This design comes from an exercise in tuning for small area on the open sky130 flow, not from production work. Only simulation tests tie the RTL to the original design; equivalence was not proved. In every run shown here, the design's own scripts or RTL, not TritonCTS, make the clock network. The clock input has no modelled driver; a real chip could not lean on it and would need a root buffer or a full tree. Power figures rest on the tool's default switching activity, not on a simulated workload.

### flow/design.v
`timescale 1ns / 1ps
module LED_Driver(
    input clk,
    input [8:0] sw,
    input btnC,
    input btnU,
    input btnD,
    output [15:0] led,
    output reg [6:0] seg,
    output [6:0] ja_oe,
    output [6:0] ja_out,
    output reg [3:0] an
    );
    wire rst = btnC;
    localparam [17:0] FL_TERM = 18'b111111010011011110;
    reg  [17:0] fl;
    reg         flash;    
    reg         par;      
    wire        fl_tc = (fl == FL_TERM);
    always @(posedge clk) begin
        if (rst | fl_tc) fl <= 18'd0;
        else             fl <= {~fl[16:0], ~(fl[17] ^ fl[6])};
        if (rst) begin
            flash <= 1'b0;
            par   <= 1'b0;
        end else if (fl_tc) begin
            flash <= ~flash;
            if (!flash) par <= ~par;
        end
    end
    localparam [11:0] SC_TERM = 12'b011100100111;
    reg  [11:0] sc;
    reg         sc_clk;
    wire        sc_tc = (sc == SC_TERM);
    wire        step  = !rst && sc_tc && !sc_clk;
    always @(posedge clk) begin
        if (rst | sc_tc) sc <= 12'd0;
        else             sc <= {~sc[10:0], sc[11] ^ sc[0]};
        if (rst)        sc_clk <= 1'b0;
        else if (sc_tc) sc_clk <= ~sc_clk;
    end
    localparam [2:0] S_TURN = 3'b000, S_ERR = 3'b001, S_CHKV_OK = 3'b010,
                     S_CHKV_BAD = 3'b011, S_CHKW = 3'b100, S_WIN = 3'b101,
                     S_START = 3'b110, S_CATS = 3'b111;
    reg  [3:0] gs, nx;
    reg  [8:0] occ_sq_n, occ_pl_n;    
    reg  [8:0] occ_sq, occ_pl;        
    reg        rb;                    
    wire       p  = gs[3];
    wire [2:0] s  = gs[2:0];
    localparam [2:0] C_NONE = 3'd0, C_E = 3'd1, C_X = 3'd2, C_O = 3'd3, C_CATS = 3'd4;
    reg  [2:0] cls;
    wire onehot = (sw == 9'h001) | (sw == 9'h002) | (sw == 9'h004) |
                  (sw == 9'h008) | (sw == 9'h010) | (sw == 9'h020) |
                  (sw == 9'h040) | (sw == 9'h080) | (sw == 9'h100);
    wire v = onehot && ((occ_sq & sw) == 9'd0);
    wire [8:0] q  = occ_sq;
    wire [8:0] qp = occ_pl;
    wire [8:0] t = p ? ~qp : qp;
    wire [7:0] m;
    assign m[0] = t[0] & t[1] & t[2];
    assign m[1] = t[5] & t[4] & t[3];
    assign m[2] = t[6] & t[7] & t[8];
    assign m[3] = t[6] & t[0] & t[3];
    assign m[4] = t[1] & t[4] & t[7];
    assign m[5] = t[5] & t[8] & t[2];
    assign m[6] = t[0] & t[4] & t[8];
    assign m[7] = t[6] & t[4] & t[2];
    wire [7:0] qline;
    assign qline[0] = q[0] & q[1] & q[2];
    assign qline[1] = q[5] & q[4] & q[3];
    assign qline[2] = q[6] & q[7] & q[8];
    assign qline[3] = q[6] & q[0] & q[3];
    assign qline[4] = q[1] & q[4] & q[7];
    assign qline[5] = q[5] & q[8] & q[2];
    assign qline[6] = q[0] & q[4] & q[8];
    assign qline[7] = q[6] & q[4] & q[2];
    wire win = |(m & (p ? qline : 8'hff));    
    wire full = &q;
    reg [3:0] nx_d;
    always @(*) begin
        case (s)
            S_TURN, S_ERR: nx_d = rb ? {p, 2'b01, ~v} : gs;
            S_CHKV_OK:     nx_d = {p, S_CHKW};
            S_CHKV_BAD:    nx_d = {p, S_ERR};
            S_CHKW:        nx_d = win ? {p, S_WIN} :
                                  full ? {p, S_CATS} : {~p, S_TURN};
            S_START:       nx_d = {1'b0, S_TURN};
            default:       nx_d = gs;        
        endcase
    end
    reg [2:0] cls_nx;    
    always @(*) begin
        case (nx[2:0])
            S_ERR:   cls_nx = C_E;
            S_WIN:   cls_nx = nx[3] ? C_O : C_X;
            S_CATS:  cls_nx = C_CATS;
            S_START: cls_nx = occ_sq_n[2:0];
            default: cls_nx = C_NONE;
        endcase
    end
    wire upd = (s == S_CHKV_OK);
    always @(posedge clk) begin
        gs     <= nx;
        occ_sq <= occ_sq_n;
        occ_pl <= occ_pl_n;
        rb     <= nx[3] ? btnD : btnU;
        if (rst) begin
            nx       <= {1'b0, S_START};
            occ_sq_n <= {6'd0, cls_nx};
            occ_pl_n <= 9'd0;
        end else begin
            nx <= nx_d;
            if (upd)                   occ_sq_n      <= q | sw;
            else if (nx[2:0] == S_START) occ_sq_n[2:0] <= 3'd0;
            if (upd && !p) occ_pl_n <= qp | sw;
        end
    end
    wire turnX = ((s == S_TURN) | (s == S_ERR)) & !p | (s == S_START);
    wire turnO = ((s == S_TURN) | (s == S_ERR)) & p;
    wire [8:0] line = m[7] ? 9'b001010100 :
                      m[6] ? 9'b100010001 :
                      m[5] ? 9'b100100100 :
                      m[4] ? 9'b010010010 :
                      m[3] ? 9'b001001001 :
                      m[2] ? 9'b111000000 :
                      m[1] ? 9'b000111000 :
                      m[0] ? 9'b000000111 : 9'b000000000;
    wire [8:0] occ_pos = (s == S_WIN) ? (flash ? line : 9'd0)
                                      : (par ? q : qp);
    reg  [2:0] jr, jc;
    reg        emit;
    wire       c5   = jc[2] & ~jc[1];
    wire [2:0] n_jc = {jc[1:0], ~jc[2]};
    wire [2:0] n_jr = c5 ? {jr[1:0], ~jr[2]} : jr;
    wire [2:0] rsel = {n_jr[2] & ~n_jr[0], n_jr[1] & n_jr[0], ~n_jr[2] & ~n_jr[1]};
    wire [2:0] csel = {n_jc[2] & ~n_jc[0], n_jc[1] & n_jc[0], ~n_jc[2] & ~n_jc[1]};
    wire       n_rodd = n_jr[2] ^ n_jr[1] ^ n_jr[0];
    wire [8:0] e = occ_pos & (n_rodd ? qp : 9'h1ff);
    wire       e_sel = |({rsel[2] & csel[2], rsel[2] & csel[1], rsel[2] & csel[0],
                          rsel[1] & csel[2], rsel[1] & csel[1], rsel[1] & csel[0],
                          rsel[0] & csel[2], rsel[0] & csel[1], rsel[0] & csel[0]} & e);
    always @(posedge clk) begin
        if (rst) begin
            jr <= 3'b100; jc <= 3'b100;
            emit <= 1'b0;
        end else if (step) begin
            jr <= n_jr; jc <= n_jc;
            emit <= e_sel;
        end
    end
    wire [5:0] rh = {jr[2] & ~jr[1], jr[1] & ~jr[0], jr[2] & jr[0],
                     ~jr[2] & jr[1], ~jr[1] & jr[0], ~jr[2] & ~jr[0]};
    wire [5:0] ch = {jc[2] & ~jc[1], jc[1] & ~jc[0], jc[2] & jc[0],
                     ~jc[2] & jc[1], ~jc[1] & jc[0], ~jc[2] & ~jc[0]};
    wire [4:0] rgt = {rh[5], |rh[5:4], |rh[5:3], |rh[5:2], |rh[5:1]};
    wire [6:0] cp;
    assign cp[0] = ch[0] & rgt[0];
    assign cp[1] = ch[1] & rgt[1] | ch[0] & ~rgt[0];
    assign cp[2] = ch[2] & rgt[2] | ch[1] & ~rgt[1];
    assign cp[3] = ch[3] & rgt[3] | ch[2] & ~rgt[2];
    assign cp[4] = ch[4] & rgt[4] | ch[3] & ~rgt[3];
    assign cp[5] =                  ch[4] & ~rgt[4];
    assign cp[6] = ch[5];
    assign ja_oe  = emit ? ({1'b0, rh} | cp) : 7'd0;
    assign ja_out = ~{1'b0, rh};          
    always @(*) begin
        case (s)
            S_ERR:   cls = C_E;
            S_WIN:   cls = p ? C_O : C_X;
            S_CATS:  cls = C_CATS;
            S_START: cls = q[2:0];    
            default: cls = C_NONE;
        endcase
    end
    always @(*) begin
        case (cls)
            C_E:     begin seg = 7'b0000110; an = 4'b1110; end
            C_NONE:  begin seg = 7'b0101011; an = 4'b1110; end
            C_O:     begin seg = 7'b1000000; an = 4'b1110; end
            C_X:     begin seg = 7'b0001001; an = 4'b1110; end
            default: begin seg = 7'b1111111; an = 4'b1111; end
        endcase
    end
    assign led[8:0]  = sw | occ_pos;
    assign led[15]   = turnX;
    assign led[14]   = turnO;
    assign led[13:9] = 5'b00000;
endmodule
### flow/flow/run.sh
#!/bin/bash
# Standard ORFS layout (the standard.sh) with these changes:
#  - synthesis maps the logic with an area-oriented ABC script (flow/abc_min.script:
#    deepsyn, then &nf); everything else in the standard flow's synthesis script is unchanged,
#    except that no buffers are inserted for outputs that share a net
#    (SYNTH_INSBUF=0; every port still gets its own port buffer later);
#  - the port buffers use the smallest buffer cell;
#  - constant outputs share one tie cell per value (SKIP_REPAIR_TIE_FANOUT=1);
#  - the clock tree is one level: the clock port drives 4 clkbuf_16, each
#    placed at the centre of the quarter of the registers it drives
#    (flow/manual_cts.tcl, run in place of clock_tree_synthesis).
set -euo pipefail
here=$(pwd)
export FLOW_ABC_SCRIPT=$here/flow/abc_min.script
{ echo "source $here/flow/abc_override.tcl"; cat synth_recipe.tcl; } > my_synth.tcl
sed "s#SYNTH_SCRIPT=[^ ]*#SYNTH_SCRIPT=$here/my_synth.tcl SYNTH_INSBUF=0 SKIP_REPAIR_TIE_FANOUT=1#" standard.sh > my_standard.sh
export PRE_CTS_TCL=$here/flow/manual_cts.tcl MANUAL_CTS_NET=clk MANUAL_CTS_N=4 MANUAL_CTS_CELL=sky130_fd_sc_hd__clkbuf_16
export BUFFER_PORTS_ARGS="-buffer_cell sky130_fd_sc_hd__buf_1"
bash my_standard.sh > standard.log 2>&1
### flow/flow/abc_min.script
strash
&get -n
&deepsyn -I 10 -J 20
&put
strash
&get -n
&dch -f
&nf -p -R 1000
&put
### flow/flow/abc_override.tcl
# Replaces the ABC script of ORFS's technology-mapping call with
# flow/abc_min.script and gives ABC the clock period in ps.
proc abc {args} {
  set out {}
  for {set i 0} {$i < [llength $args]} {incr i} {
    set a [lindex $args $i]
    if {$a eq "-script"} {
      incr i
      lappend out -script $::env(FLOW_ABC_SCRIPT)
    } elseif {$a eq "-D"} {
      incr i
      lappend out -D [expr {int($::env(FLOW_PERIOD_NS) * 1000)}]
    } else {
      lappend out $a
    }
  }
  yosys abc {*}$out
}
### flow/flow/manual_cts.tcl
# PRE_CTS_TCL hook: replaces clock_tree_synthesis with a one-level clock
# tree: the clock port drives $::env(MANUAL_CTS_N) buffers of cell
# $::env(MANUAL_CTS_CELL), each placed at the centre of the registers it
# drives (registers split into groups by position).
rename clock_tree_synthesis __orfs_clock_tree_synthesis
proc clock_tree_synthesis {args} {
  set block [ord::get_db_block]
  set dbu [$block getDbUnitsPerMicron]
  set cell $::env(MANUAL_CTS_CELL)
  set n $::env(MANUAL_CTS_N)
  set clk_net [$block findNet $::env(MANUAL_CTS_NET)]
  set sinks {}
  foreach it [$clk_net getITerms] {
    if {[$it isInputSignal] || [$it getIoType] eq "INPUT"} {
      set inst [$it getInst]
      set bb [$inst getBBox]
      lappend sinks [list [expr {([$bb xMin] + [$bb xMax]) / 2.0 / double($dbu)}] [expr {([$bb yMin] + [$bb yMax]) / 2.0 / double($dbu)}] "[$inst getName]/[[$it getMTerm] getName]"]
    }
  }
  set m [llength $sinks]
  puts "manual CTS: $m sinks, $n buffers of $cell"
  # split into n groups: by x for n = 2, by x then y for n = 4
  set groups [list $sinks]
  set axis 0
  while {[llength $groups] < $n} {
    set ng {}
    foreach g $groups {
      set s [lsort -real -index $axis $g]
      set h [expr {[llength $s] / 2}]
      lappend ng [lrange $s 0 [expr {$h - 1}]] [lrange $s $h end]
    }
    set groups $ng
    set axis [expr {1 - $axis}]
  }
  set i 0
  foreach g $groups {
    set sx 0.0; set sy 0.0; set pins {}
    foreach s $g { set sx [expr {$sx + [lindex $s 0]}]; set sy [expr {$sy + [lindex $s 1]}]; lappend pins [get_pins [lindex $s 2]] }
    set cx [expr {$sx / [llength $g]}]; set cy [expr {$sy / [llength $g]}]
    insert_buffer -buffer_cell $cell -net $::env(MANUAL_CTS_NET) -load_pins $pins -location [list $cx $cy] -buffer_name clkbuf_man_$i -net_name clk_man_$i
    puts "manual CTS: buffer $i drives [llength $g] sinks at ($cx, $cy)"
    incr i
  }
  foreach net [$block getNets] {
    if {[string match clk_man_* [$net getName]] || [$net getName] eq $::env(MANUAL_CTS_NET)} { $net setSigType CLOCK }
  }
  set_propagated_clock [all_clocks]
}
### flow/standard.sh
#!/bin/bash
# synth_recipe.tcl (not shown) runs the flow's synth.tcl, then flattens the netlist and writes it again
# the make line also repeats each setting of config.mk as NAME=value (left out here)
make -C /OpenROAD-flow-scripts/flow DESIGN_CONFIG=/design/flow/config.mk WORK_HOME=/design/flow/orfs CLKGATE_MAP_FILE= SYNTH_SCRIPT=/design/flow/synth_recipe.tcl "${@:-finish}"
### flow/config.mk
export PLATFORM = sky130hd
export DESIGN_NAME = LED_Driver
export DESIGN_NICKNAME = LED_Driver
export VERILOG_FILES = /design/flow/design.v
export SDC_FILE = /design/flow/constraint.sdc
export NUM_CORES = 4
export LEC_CHECK = 0
export ABC_AREA = 1
export CAP_MARGIN = 20
export CORE_MARGIN = 2
export CORE_UTILIZATION = 40
export CTS_BUF_LIST = sky130_fd_sc_hd__clkbuf_8
export SLEW_MARGIN = 20
### flow/constraint.sdc
create_clock -name core_clock -period 5.0 [get_ports {clk}]
set_input_delay 1.0000 -clock core_clock [delete_from_list [all_inputs] [get_ports {clk}]]
set_output_delay 1.0000 -clock core_clock [all_outputs]
set_load 0.01 [all_outputs]
==> results of run 1 <==
-- worst min-delay path by stage --
| stage | startpoint | endpoint | slack, ns | cells past startpoint |
|---|---|---|---|---|
| after floorplan | occ_sq_n[0] | occ_sq[0] | 0.32 | 0 |
| after global placement | occ_sq_n[0] | occ_sq[0] | 0.32 | 0 |
| after detailed placement | occ_sq_n[1] | occ_sq[1] | 0.33 | 0 |
| after CTS | occ_pl_n[1] | occ_pl[1] | 0.34 | 0 |
| after global routing | occ_sq_n[4] | occ_sq[4] | 0.34 | 0 |
| final | occ_pl_n[0] | occ_pl[0] | 0.34 | 0 |
-- metrics by stage --
step / instance area [um^2] / setup slack, ns / total power (W)
global placement: 3810 / 1.47 / 0.00159
detailed placement: 3810 / 1.44 / 0.00158
finish: 3920 / 1.21 / 0.00190
CTS: 3920 / 1.26 / 0.00190
floorplan: 3510 / 2.02 / 0.00137
global route: 3920 / 0.993 / 0.00202
-- layer usage --
| layer | part of all wire (%) | vias up |
|---|---|---|
| li1 | - | 1591 |
| met1 | 48 | 1492 |
| met2 | 44 | 123 |
| met3 | 6.0 | 11 |
| met4 | 1.2 | 0 |
| met5 | 0 | - |
-- sequential cells by signal, summed over array words and instances, names as in the netlist --
signal / flops
par: 1
fl: 18
rb: 1
nx: 4
gs: 4
flash: 1
occ_pl_n: 9
occ_sq_n: 9
emit: 1
occ_pl: 9
jr: 3
sc_clk: 1
sc: 12
jc: 3
occ_sq: 9
-- cells in the final DEF, fill, tap and decap left out, types with 3 or more instances in the layout --
cell       synthesis  routed
a31oi_1            8       8
clkbuf_16          0       4
o22ai_1            5       5
and2_0             4       4
nor2_1            80      80
clkinv_1           9       9
a221oi_1           9       9
buf_1              0      44
o31ai_1            3       3
and4b_1            4       4
o211ai_1           5       5
nor2b_1            9       9
nor4_1             4       4
o21ai_0           41      41
dfxtp_1           82      82
nand2b_1          22      22
edfxtp_1           3       3
a21oi_1           13      13
nand3_1           15      15
o21a_1             3       3
nand2_1           45      45
nor3_1            10      10
and3_1             3       3
-- power groups by stage --
| stage | registers, W | clock network, W | logic [W] |
|---|---|---|---|
| finish | 0.000982 | 0.000313 | 0.000607 |
| global route | 0.00100 | 0.000343 | 0.000676 |
| CTS | 0.000976 | 0.000321 | 0.000598 |
| detailed placement | 0.000993 | 0 | 0.000592 |
| global placement | 0.000995 | 0 | 0.000596 |
| floorplan | 0.000935 | 0 | 0.000436 |
-- cell families after synthesis --
group	Yosys count	share of synthesized area, %
and+or+nand+nor	208	28.1
adders and majority gates	1	0.357
xor gates and xnor gates	4	0.999
DFF	85	49.4
other	2	0.214
buffers and inverters	9	0.963
AOI/OAI and AO/OA	105	19.1
muxes	3	0.892
-- area by class of cell, clock buffers not listed --
class | count | area [um^2] | share of cell area [%]
multi-input cells | 323 | 1740 | 44.5
flip-flops and latches | 85 | 1730 | 44.2
repair buffers | 45 | 173 | 4.41
well taps | 108 | 135 | 3.45
inverters | 9 | 33.8 | 0.863
==> results.txt, run 1 <==
- Outcome: complete, no violations
- Most used routing layer: met2
- Global-route wire length before repair: 14,900 um
- Crit Path Class: register to output port
- Max Cap Viol: 0
- CP Depth: 10
- Most frequent cell after synthesis: dfxtp_1
- Post-DP HPWL: 6630 um
- Hold Path Class: register to register
- Synth cell count leaders: dfxtp_1, nor2_1, nand2_1
- CP startpoint: gs[3]
- Worst path bufs/invs: 1
- Largest cells by area after synthesis: dfxtp_1, nor2_1, o21ai_0
- Clock network power share: 16.4%
- Fin nets: 482
- Antenna cell count: 0
- Post-CTS setup buffer count: 0
- RSZ-0062 raised after global routing: false
- Post-synth ARST share: 0%
- DIE HEIGHT: 97.6 um
- Comb pwr share: 31.9%
- Setup_tns: 0 ns
- Final Hold Viols: 0
- DRT Pass-1 Iters: 5
- FMAX: 264 MHz
- Die area: 0.00953 mm^2
- Critical Path AT: 2.79 ns
- Vias in the first global route: 2,997
- Worst-Margin Slew: 0.778 ns
- Fillers: 878
- Final Skew: 0.0125 ns
- CP Launch Type: register
- Gpl congestion: 1.08
- Power per cell area: 486 mW/mm^2
- Reg clk slew, reported paths: 0.09 ns
- Post-route ant nets: 0
- Tmin final: 3.79 ns
- Top_reg_cell synth: dfxtp_1
- WL final: 8950 um
- Via count: 3,217
- Drt wl/cell: 15.6 um
- Area leader, netlist: dfxtp_1
- Finished Layout Cells: 574
- Syn Inst Count: 417
- Area of the mapped netlist: 0.00351 mm^2
- Aggregate global-route resource usage: 18.4%
- Share of cells above drive strength 1: 1.07%
- Post-layout util: 45.6%
- Mapped Nets: 431
- Final period utilization: 75.8%
- Largest net degree at the start of global routing: 26
- Rel. slew slack: 48.1%
- Initial antenna violation count: 0
- Number of synthesized flops with an enable pin: 3
- Post-CTS Hold Buffers: 0
- Critical path cell sequence: nand2b_1, o31ai_1, nand2b_1, nor2_1, nor2_1, o21a_1, nand3_1, a222oi_1, nand2b_1, buf_1
- Synth Register Bits: 85
- Post-Place Cells: 570
- CP Max Fanout: 12
- Clock Latency Late Sink: 0.15 ns
- Critical R2R Launch: gs[3]
- Worst R2R Setup Slack: 1.56 ns
- Final Max Slew Viols: 0
- Grt ovf: 0
- I/O Buffers: 44
- Sequential cell area fraction in the yosys report: 49.4%
- M1 GR Usage: 27.6%
- Die Wd: 97.6 um
- Seq pwr share: 51.6%
- Slowest cell delay on critical path: 0.57 ns
- Core outline area: 0.00859 mm^2
- DRC: 0
- CP Capture Type: output port
- Syn avg cell area: 8.41 um^2
- Final setup vio count: 0
- Count of standard-cell rows: 34
- Synth unique cells: 49
- Leak: 1.42 nW
- Peak supply drop: 0.000290 V
- Crit path to: led[3]
- Worst reg2reg path depth: 12
- GRT met2 Usage: 28.9%
- Critical Path Slowest Stage Cell: dfxtp_1
- DR vias/cell: 5.60
- Largest delay share family, worst path: compound AO/OA/AOI/OAI gates
- Starting Density: 40.8%
- M3 GR Usage: 1.94%
- Internal power: 0.00119 W
- Syn. warnings: 1
- Reg2reg end: nx[3]
- Worst hold margin: 0.339 ns
- CP most frequent cell: nand2b_1
- Area share of the largest cell type after synthesis: 46.8%
- Switch share: 37.2%
- Req. time, crit path: 4.00 ns
- Cts repair resizes: 0
- Boundary Pins: 54
- NetSw: 0.000708 W
- Area grow syn2layout: 11.6%
- DRT iter0 DRCs: 208
==> inputs of run 2 (changes only) <==
--- a/flow/flow/run.sh
+++ b/flow/flow/run.sh
@@ -8,4 +8,4 @@
 #  - constant outputs share one tie cell per value (SKIP_REPAIR_TIE_FANOUT=1);
-#  - the clock tree is one level: the clock port drives 4 clkbuf_16, each
-#    placed at the centre of the quarter of the registers it drives
+#  - the clock tree is one level: the clock port drives 3 clkbuf_16, each
+#    placed at the centre of the third of the registers it drives
 #    (flow/manual_cts.tcl, run in place of clock_tree_synthesis).
@@ -16,3 +16,3 @@
 sed "s#SYNTH_SCRIPT=[^ ]*#SYNTH_SCRIPT=$here/my_synth.tcl SYNTH_INSBUF=0 SKIP_REPAIR_TIE_FANOUT=1#" standard.sh > my_standard.sh
-export PRE_CTS_TCL=$here/flow/manual_cts.tcl MANUAL_CTS_NET=clk MANUAL_CTS_N=4 MANUAL_CTS_CELL=sky130_fd_sc_hd__clkbuf_16
+export PRE_CTS_TCL=$here/flow/manual_cts.tcl MANUAL_CTS_NET=clk MANUAL_CTS_N=3 MANUAL_CTS_CELL=sky130_fd_sc_hd__clkbuf_16
 export BUFFER_PORTS_ARGS="-buffer_cell sky130_fd_sc_hd__buf_1"
--- a/flow/flow/manual_cts.tcl
+++ b/flow/flow/manual_cts.tcl
@@ -24,2 +24,10 @@
   set axis 0
+  if {$n == 3} {
+    set s [lsort -real -index 0 $sinks]
+    set a [expr {$m / 3}]
+    set b [expr {2 * $m / 3}]
+    set rest [lsort -real -index 1 [lrange $s $a end]]
+    set h [expr {[llength $rest] / 2}]
+    set groups [list [lrange $s 0 [expr {$a - 1}]] [lrange $rest 0 [expr {$h - 1}]] [lrange $rest $h end]]
+  }
   while {[llength $groups] < $n} {
==> run 2 against run 1 <==
First-iteration DRC count is 25% higher. Synthesized area stayed put. Synthesized cell count stayed put. Combinational power hardly changed. Die area stayed put. Routed wire length is 1.1% higher. Via count is 0.78% higher. Worst hold slack worse by 0.0030 ns. Final area is 0.64% lower. Register-to-register slack better by 0.04 ns. Critical path type unchanged. Critical endpoint unchanged. Largest cell class unchanged. Largest power group unchanged.
==> results.txt, run 2 <==
- FMAX: 264 MHz
- DRT iter0 DRCs: 259
- Drt wl/cell: 15.8 um
- WL final: 9040 um
- Post-DP HPWL: 6630 um
- Starting Density: 40.8%
- Share of cells above drive strength 1: 0.860%
- Critical Path Slowest Stage Cell: dfxtp_1
- Count of standard-cell rows: 34
- Post-synth ARST share: 0%
- Boundary Pins: 54
- Post-route ant nets: 0
- Area grow syn2layout: 10.9%
- Most frequent cells in the layout: dfxtp_1, nor2_1, nand2_1
- RSZ-0062 raised after global routing: false
- DIE HEIGHT: 97.6 um
- Setup_tns: 0 ns
- Largest delay share family, worst path: compound AO/OA/AOI/OAI gates
- M3 GR Usage: 1.80%
- Final Instance Area: 0.00389 mm^2
- Worst path bufs/invs: 1
- Max FFs per register: 18
- CP Max Fanout: 12
- I/O Buffers: 44
- Max Cap Viol: 0
- Final Hold Viols: 0
- Synth cell count leaders: dfxtp_1, nor2_1, nand2_1
- CP most frequent cell: nand2b_1
- Post-CTS setup buffer count: 0
- Area share of the largest cell type after synthesis: 46.8%
- Reg clk slew, reported paths: 0.11 ns
- Vias in the first global route: 3,004
- Number of synthesized flops with an enable pin: 3
- DR vias/cell: 5.66
- Clock network power share: 15.0%
- Die area: 0.00953 mm^2
- Slowest cell delay on critical path: 0.57 ns
- Sequential cell area fraction in the yosys report: 49.4%
- Outcome: complete, no violations
- Comb pwr share: 32.5%
- Fillers: 887
- Commonest non-fill, non-tap cell in the layout: dfxtp_1
- Grt ovf: 0
- Critical Path AT: 2.79 ns
- Gpl congestion: 1.08
- Req. time, crit path: 4.00 ns
- Top_reg_cell synth: dfxtp_1
- Global-route wire length before repair: 15,200 um
- Largest net degree at the start of global routing: 30
- Die Wd: 97.6 um
- M1 GR Usage: 28.2%
- Syn Inst Count: 417
- DP Area: 0.00381 mm^2
- Most used routing layer: met2
- Final Skew: 0.0179 ns
- Largest Register: fl
- Antenna cell count: 0
- Final Max Slew Viols: 0
- Synth Register Bits: 85
- Mapped Nets: 431
- Largest cells by area after synthesis: dfxtp_1, nor2_1, o21ai_0
- Most frequent cell after synthesis: dfxtp_1
- Biggest regs: fl: 18 flops, sc: 12 flops
- Critical path cell sequence: nand2b_1, o31ai_1, nand2b_1, nor2_1, nor2_1, o21a_1, nand3_1, a222oi_1, nand2b_1, buf_1
- Initial antenna violation count: 0
- Switch share: 37.9%
- Core outline area: 0.00859 mm^2
- Hold Path Class: register to register
- Post-CTS Hold Buffers: 0
- NetSw: 0.000708 W
- Via count: 3,242
- Fin nets: 481
- Synth unique cells: 49
- Aggregate global-route resource usage: 18.7%
- Clock Latency Late Sink: 0.17 ns
- DRC: 0
- Tmin final: 3.79 ns
- Seq pwr share: 52.5%
- Cts repair resizes: 0
- CP Launch Type: register
- Internal power: 0.00116 W
- Syn. warnings: 1
- Leak: 1.41 nW
- Crit Path Class: register to output port
- Worst-Margin Slew: 0.852 ns
- Final setup vio count: 0
- Area of the mapped netlist: 0.00351 mm^2
- DRT Pass-1 Iters: 5
- CP Capture Type: output port
- Area leader, netlist: dfxtp_1
- Rel. slew slack: 43.2%
- GRT met2 Usage: 29.1%
- Power per cell area: 480 mW/mm^2
- Syn avg cell area: 8.41 um^2
- Final period utilization: 75.7%
- Peak supply drop: 0.000352 V
==> run 2: cell count changes in the layout (fill, tap and decap cells not counted), sizes merged <==
cell,before,now
clkbuf,4,3
==> run 2: area by class of cell, clock buffers not listed <==
| type | instances | area [um^2] | share of cell area [%] |
|---|---|---|---|
| Tap cell | 108 | 135 | 3.47 |
| Multi-Input combinational cell | 323 | 1740 | 44.8 |
| Sequential cell | 85 | 1730 | 44.5 |
| Inverter | 9 | 33.8 | 0.868 |
| Timing Repair Buffer | 45 | 173 | 4.44 |
==> run 2: kinds of logic (layout without fill, tap and decap cells) <==
| logic type | Yosys count | after routing | share of synthesized area, % |
|---|---|---|---|
| AO/OA/AOI/OAI | 105 | 105 | 19.1 |
| XOR/XNOR | 4 | 4 | 0.999 |
| adder cells (fa/ha/maj) | 1 | 1 | 0.357 |
| buffers and inverters | 9 | 57 | 0.963 |
| flip-flops | 85 | 85 | 49.4 |
| multiplexers | 3 | 3 | 0.892 |
| other | 2 | 2 | 0.214 |
| AND/OR/NAND/NOR | 208 | 208 | 28.1 |
==> run 2: stage by stage <==
stage	setup slack, ns	hold WS, ns	power [W]	cells	utilization (%)
floorplan	2.02	0.323	0.00137	417	-
CTS	1.24	0.340	0.00186	573	45.3
detailed placement	1.44	0.330	0.00158	570	44.4
global route	0.971	0.340	0.00199	573	45.3
finish	1.21	0.336	0.00187	573	45.3
global placement	1.47	0.325	0.00159	570	44.4
==> run 2: power groups by stage <==
stage	Clock [W]	Combinational, W	Sequential, W
3_3_place_gp	0	0.000596	0.000995
2_1_floorplan	0	0.000436	0.000935
6_report	0.000280	0.000607	0.000981
3_5_place_dp	0	0.000592	0.000993
5_1_grt	0.000313	0.000676	0.00100
4_1_cts	0.000287	0.000598	0.000976
==> run 2: path summary, 6_finish.rpt <==
check              startpoint        end  depth (start not counted)  slack [ns]
setup / recovery        gs[3]     led[3]                         10        1.21
hold / removal    occ_sq_n[0]  occ_sq[0]                          0        0.34
setup reg to reg        gs[3]      nx[3]                         12        1.60
hold reg to reg   occ_sq_n[0]  occ_sq[0]                          0        0.34
==> run 2: worst reg2reg max path, delay by kind of cell (launching register included) <==
family          cells  cell delay (ns)
xor+xnor            1             0.16
flops               1             0.57
compound gates      4             1.35
simple gates        7             1.25
==> run 2: layer usage <==
layer / share of wire [%] / wire length (um)
met1: 48 / 4320
met2: 44 / 4010
met3: 5.7 / 511
met4: 2.2 / 200
met5: 0 / 0
==> inputs of run 3 (changes only) <==
--- a/flow/design.v
+++ b/flow/design.v
@@ -58,12 +58,11 @@
     wire [8:0] qp = occ_pl;
-    wire [8:0] t = p ? ~qp : qp;
     wire [7:0] m;
-    assign m[0] = t[0] & t[1] & t[2];
-    assign m[1] = t[5] & t[4] & t[3];
-    assign m[2] = t[6] & t[7] & t[8];
-    assign m[3] = t[6] & t[0] & t[3];
-    assign m[4] = t[1] & t[4] & t[7];
-    assign m[5] = t[5] & t[8] & t[2];
-    assign m[6] = t[0] & t[4] & t[8];
-    assign m[7] = t[6] & t[4] & t[2];
+    assign m[0] = p ? ~(qp[0] | qp[1] | qp[2]) : (qp[0] & qp[1] & qp[2]);
+    assign m[1] = p ? ~(qp[5] | qp[4] | qp[3]) : (qp[5] & qp[4] & qp[3]);
+    assign m[2] = p ? ~(qp[6] | qp[7] | qp[8]) : (qp[6] & qp[7] & qp[8]);
+    assign m[3] = p ? ~(qp[6] | qp[0] | qp[3]) : (qp[6] & qp[0] & qp[3]);
+    assign m[4] = p ? ~(qp[1] | qp[4] | qp[7]) : (qp[1] & qp[4] & qp[7]);
+    assign m[5] = p ? ~(qp[5] | qp[8] | qp[2]) : (qp[5] & qp[8] & qp[2]);
+    assign m[6] = p ? ~(qp[0] | qp[4] | qp[8]) : (qp[0] & qp[4] & qp[8]);
+    assign m[7] = p ? ~(qp[6] | qp[4] | qp[2]) : (qp[6] & qp[4] & qp[2]);
     wire [7:0] qline;
@@ -120,10 +119,21 @@
     wire turnO = ((s == S_TURN) | (s == S_ERR)) & p;
-    wire [8:0] line = m[7] ? 9'b001010100 :
-                      m[6] ? 9'b100010001 :
-                      m[5] ? 9'b100100100 :
-                      m[4] ? 9'b010010010 :
-                      m[3] ? 9'b001001001 :
-                      m[2] ? 9'b111000000 :
-                      m[1] ? 9'b000111000 :
-                      m[0] ? 9'b000000111 : 9'b000000000;
+    wire [7:0] w;
+    assign w[7] = m[7];
+    assign w[6] = m[6] & ~m[7];
+    assign w[5] = m[5] & ~|m[7:6];
+    assign w[4] = m[4] & ~|m[7:5];
+    assign w[3] = m[3] & ~|m[7:4];
+    assign w[2] = m[2] & ~|m[7:3];
+    assign w[1] = m[1] & ~|m[7:2];
+    assign w[0] = m[0] & ~|m[7:1];
+    wire [8:0] line;
+    assign line[0] = w[0] | w[3] | w[6];
+    assign line[1] = w[0] | w[4];
+    assign line[2] = w[0] | w[5] | w[7];
+    assign line[3] = w[1] | w[3];
+    assign line[4] = w[1] | w[4] | w[6] | w[7];
+    assign line[5] = w[1] | w[5];
+    assign line[6] = w[2] | w[3] | w[7];
+    assign line[7] = w[2] | w[4];
+    assign line[8] = w[2] | w[5] | w[6];
     wire [8:0] occ_pos = (s == S_WIN) ? (flash ? line : 9'd0)
==> run 3 against run 2 <==
Clock power hardly changed. Total power is 8.5% higher. Worst hold slack better by 0.0086 ns. Global-route usage is 0.16 points higher. Worst setup slack worse by 0.042 ns. Utilization is 0.058 points lower. Maximum frequency is 1.1% lower. Sequential cell count stayed put. Critical path depth stayed put. Sequential power is 14% higher. Clock skew is 0.0056 ns lower. Final area is 0.13% lower. Largest cell class is now registers.
==> results.txt, run 3 <==
- Critical Path Slowest Stage Cell: dfxtp_1
- DR vias/cell: 5.60
- Via count: 3,216
- Commonest non-fill, non-tap cell in the layout: dfxtp_1
- Post-synth ARST share: 0%
- Req. time, crit path: 4.00 ns
- Die Wd: 97.5 um
- Hold Path Class: register to register
- Syn Inst Count: 417
- I/O Buffers: 44
- CP Capture Type: output port
- Grt ovf: 0
- Reg clk slew, reported paths: 0.11 ns
- CP most frequent cell: nor3b_1
- Slowest cell delay on critical path: 0.59 ns
- Crit Path Class: register to output port
- Fin nets: 482
- CP Launch Type: register
- Final WS setup: 1.17 ns
- Die area: 0.00950 mm^2
- Largest cells by area after synthesis: dfxtp_1, nor2_1, nand2_1
- Antenna cell count: 0
- FMAX: 261 MHz
- Most frequent cell after synthesis: dfxtp_1
- Area of the mapped netlist: 0.00349 mm^2
- Power per cell area: 522 mW/mm^2
- Final period utilization: 76.6%
- Vias in the first global route: 3,056
- Drt wl/cell: 16.0 um
- DP Area: 0.00381 mm^2
- Gpl congestion: 1.01
- Tmin final: 3.83 ns
- Post-CTS Hold Buffers: 0
- Largest net degree at the start of global routing: 30
- RSZ-0062 raised after global routing: false
- Final Skew: 0.0123 ns
- Critical Path AT: 2.83 ns
- Number of synthesized flops with an enable pin: 3
- Worst slack, placed: 1.43 ns
- Setup_tns: 0 ns
- Most frequent cells in the layout: dfxtp_1, nor2_1, nand2_1
- Outcome: complete, no violations
- DIE HEIGHT: 97.5 um
- Top_reg_cell synth: dfxtp_1
- Post-CTS setup buffer count: 0
- Cts repair resizes: 0
- Final Instance Area: 0.00388 mm^2
- Max Cap Viol: 0
- Critical path cell sequence: nand2b_1, nor3_1, a31oi_1, a211o_1, nor3b_1, o21ai_0, nor3b_1, nand3b_1, or2_0, buf_1
- Leak: 1.40 nW
- Largest Register: fl
- Final setup vio count: 0
- WL final: 9170 um
- Final Max Slew Viols: 0
- Global-route wire length before repair: 15,300 um
- Synth cell count leaders: dfxtp_1, nor2_1, nand2_1
- Post-DP HPWL: 6880 um
- Syn. warnings: 1
- CP Max Fanout: 14
- Synth unique cells: 48
- Aggregate global-route resource usage: 18.9%
- Core outline area: 0.00859 mm^2
- Initial antenna violation count: 0
- Sequential cell area fraction in the yosys report: 49.6%
- DRT Pass-1 Iters: 6
- Clock Latency Late Sink: 0.17 ns
- Area leader, netlist: dfxtp_1
- Biggest regs: fl: 18 flops, sc: 12 flops
- Mapped Nets: 431
- Boundary Pins: 54
- Peak supply drop: 0.000255 V
- Count of standard-cell rows: 34
- Post-route ant nets: 0
- Max FFs per register: 18
- Fillers: 888
- Synth Register Bits: 85
- Area grow syn2layout: 11.2%
- DRC: 0
- Worst-Margin Slew: 0.921 ns
- Final Hold Viols: 0
- Post-layout util: 45.2%
- Starting Density: 40.7%
- DRT iter0 DRCs: 213
- Syn avg cell area: 8.38 um^2
- Area share of the largest cell type after synthesis: 47.0%
- Rel. slew slack: 38.1%
- Share of cells above drive strength 1: 1.07%
[run 3: cell type report, clock buffers not listed]
cell class                      count  area [um^2]  share of cell area, %
Inverter                           11         41.3                   1.06
Multi-Input combinational cell    321         1720                   44.3
Timing Repair Buffer               46          180                   4.64
Sequential cell                    85         1730                   44.6
Tap cell                          108          135                   3.48
[run 3: cells by family (layout without fill, tap and decap cells)]
family | Yosys count | after routing | synth area share (%)
and+or+nand+nor | 222 | 222 | 30.5
muxes | 3 | 3 | 0.895
xor gates and xnor gates | 3 | 3 | 0.752
DFF | 85 | 85 | 49.6
AOI/OAI and AO/OA | 90 | 90 | 16.6
adders and majority gates | 1 | 1 | 0.358
buffers and inverters | 11 | 60 | 1.18
other | 2 | 2 | 0.215
[run 3: critical path: cells and delay by family, from the launching register on]
family / cells / cell delay, ns
AO/OA/AOI/OAI: 3 / 0.63
flip-flops: 1 / 0.59
AND/OR/NAND/NOR: 6 / 1.28
buffers and inverters: 1 / 0.16
[run 3: per-stage QoR]
stage	cells	hold WS, ns	total power [W]
finish	574	0.345	0.00203
global route	574	0.358	0.00217
CTS	574	0.348	0.00202
detailed placement	571	0.329	0.00175
global placement	571	0.331	0.00175
floorplan	417	0.323	0.00150
[run 3: per-layer routing]
metal	up-vias	GRT usage (%)	part of all wire [%]
met5	-	0	0
met4	0	2.56	2.1
met3	25	1.58	5.7
met2	108	32.1	47
met1	1501	26.9	45
li1	1582	-	-
[run 3: report_power, final]
| part | switching (W) | internal (W) |
|---|---|---|
| combinational | 0.000381 | 0.000250 |
| sequential | 0.000241 | 0.000877 |
| clock | 0.000166 | 0.000111 |
[run 3: path summary, 6_finish.rpt]
kind,cells past startpoint,from,endpoint,slack (ns)
max,10,gs[3],led[7],1.17
min,0,occ_pl_n[0],occ_pl[0],0.35
max reg2reg,13,gs[3],emit,1.87
min reg2reg,0,occ_pl_n[0],occ_pl[0],0.35

port drivers added, routing unchanged:
In the flow no input, the clock included, has a driving cell. The finished layouts below were timed again as built, in two steps. Step 1 sets driving cells, clkbuf_16 on the clock port and buf_2 on the other inputs (assumed; they add their load-dependent delay and slew). Step 2, shift: input delay + t, output delay - t, t = (earliest + latest rising clock arrival at the registers) / 2. This alone moves slack from input paths to output paths. Slacks: no drivers / after step 1 / after step 2; pairs: no drivers / after step 1.
run	t, ns	slack for setup (ns)	worst setup path after step 2
run 1	0.222	1.210 / 1.135 / 1.357	register to output
run 2	0.227	1.213 / 1.150 / 1.378	register to output
run 3	0.229	1.171 / 1.105 / 1.334	register to output
After both steps every run listed still meets setup and hold.
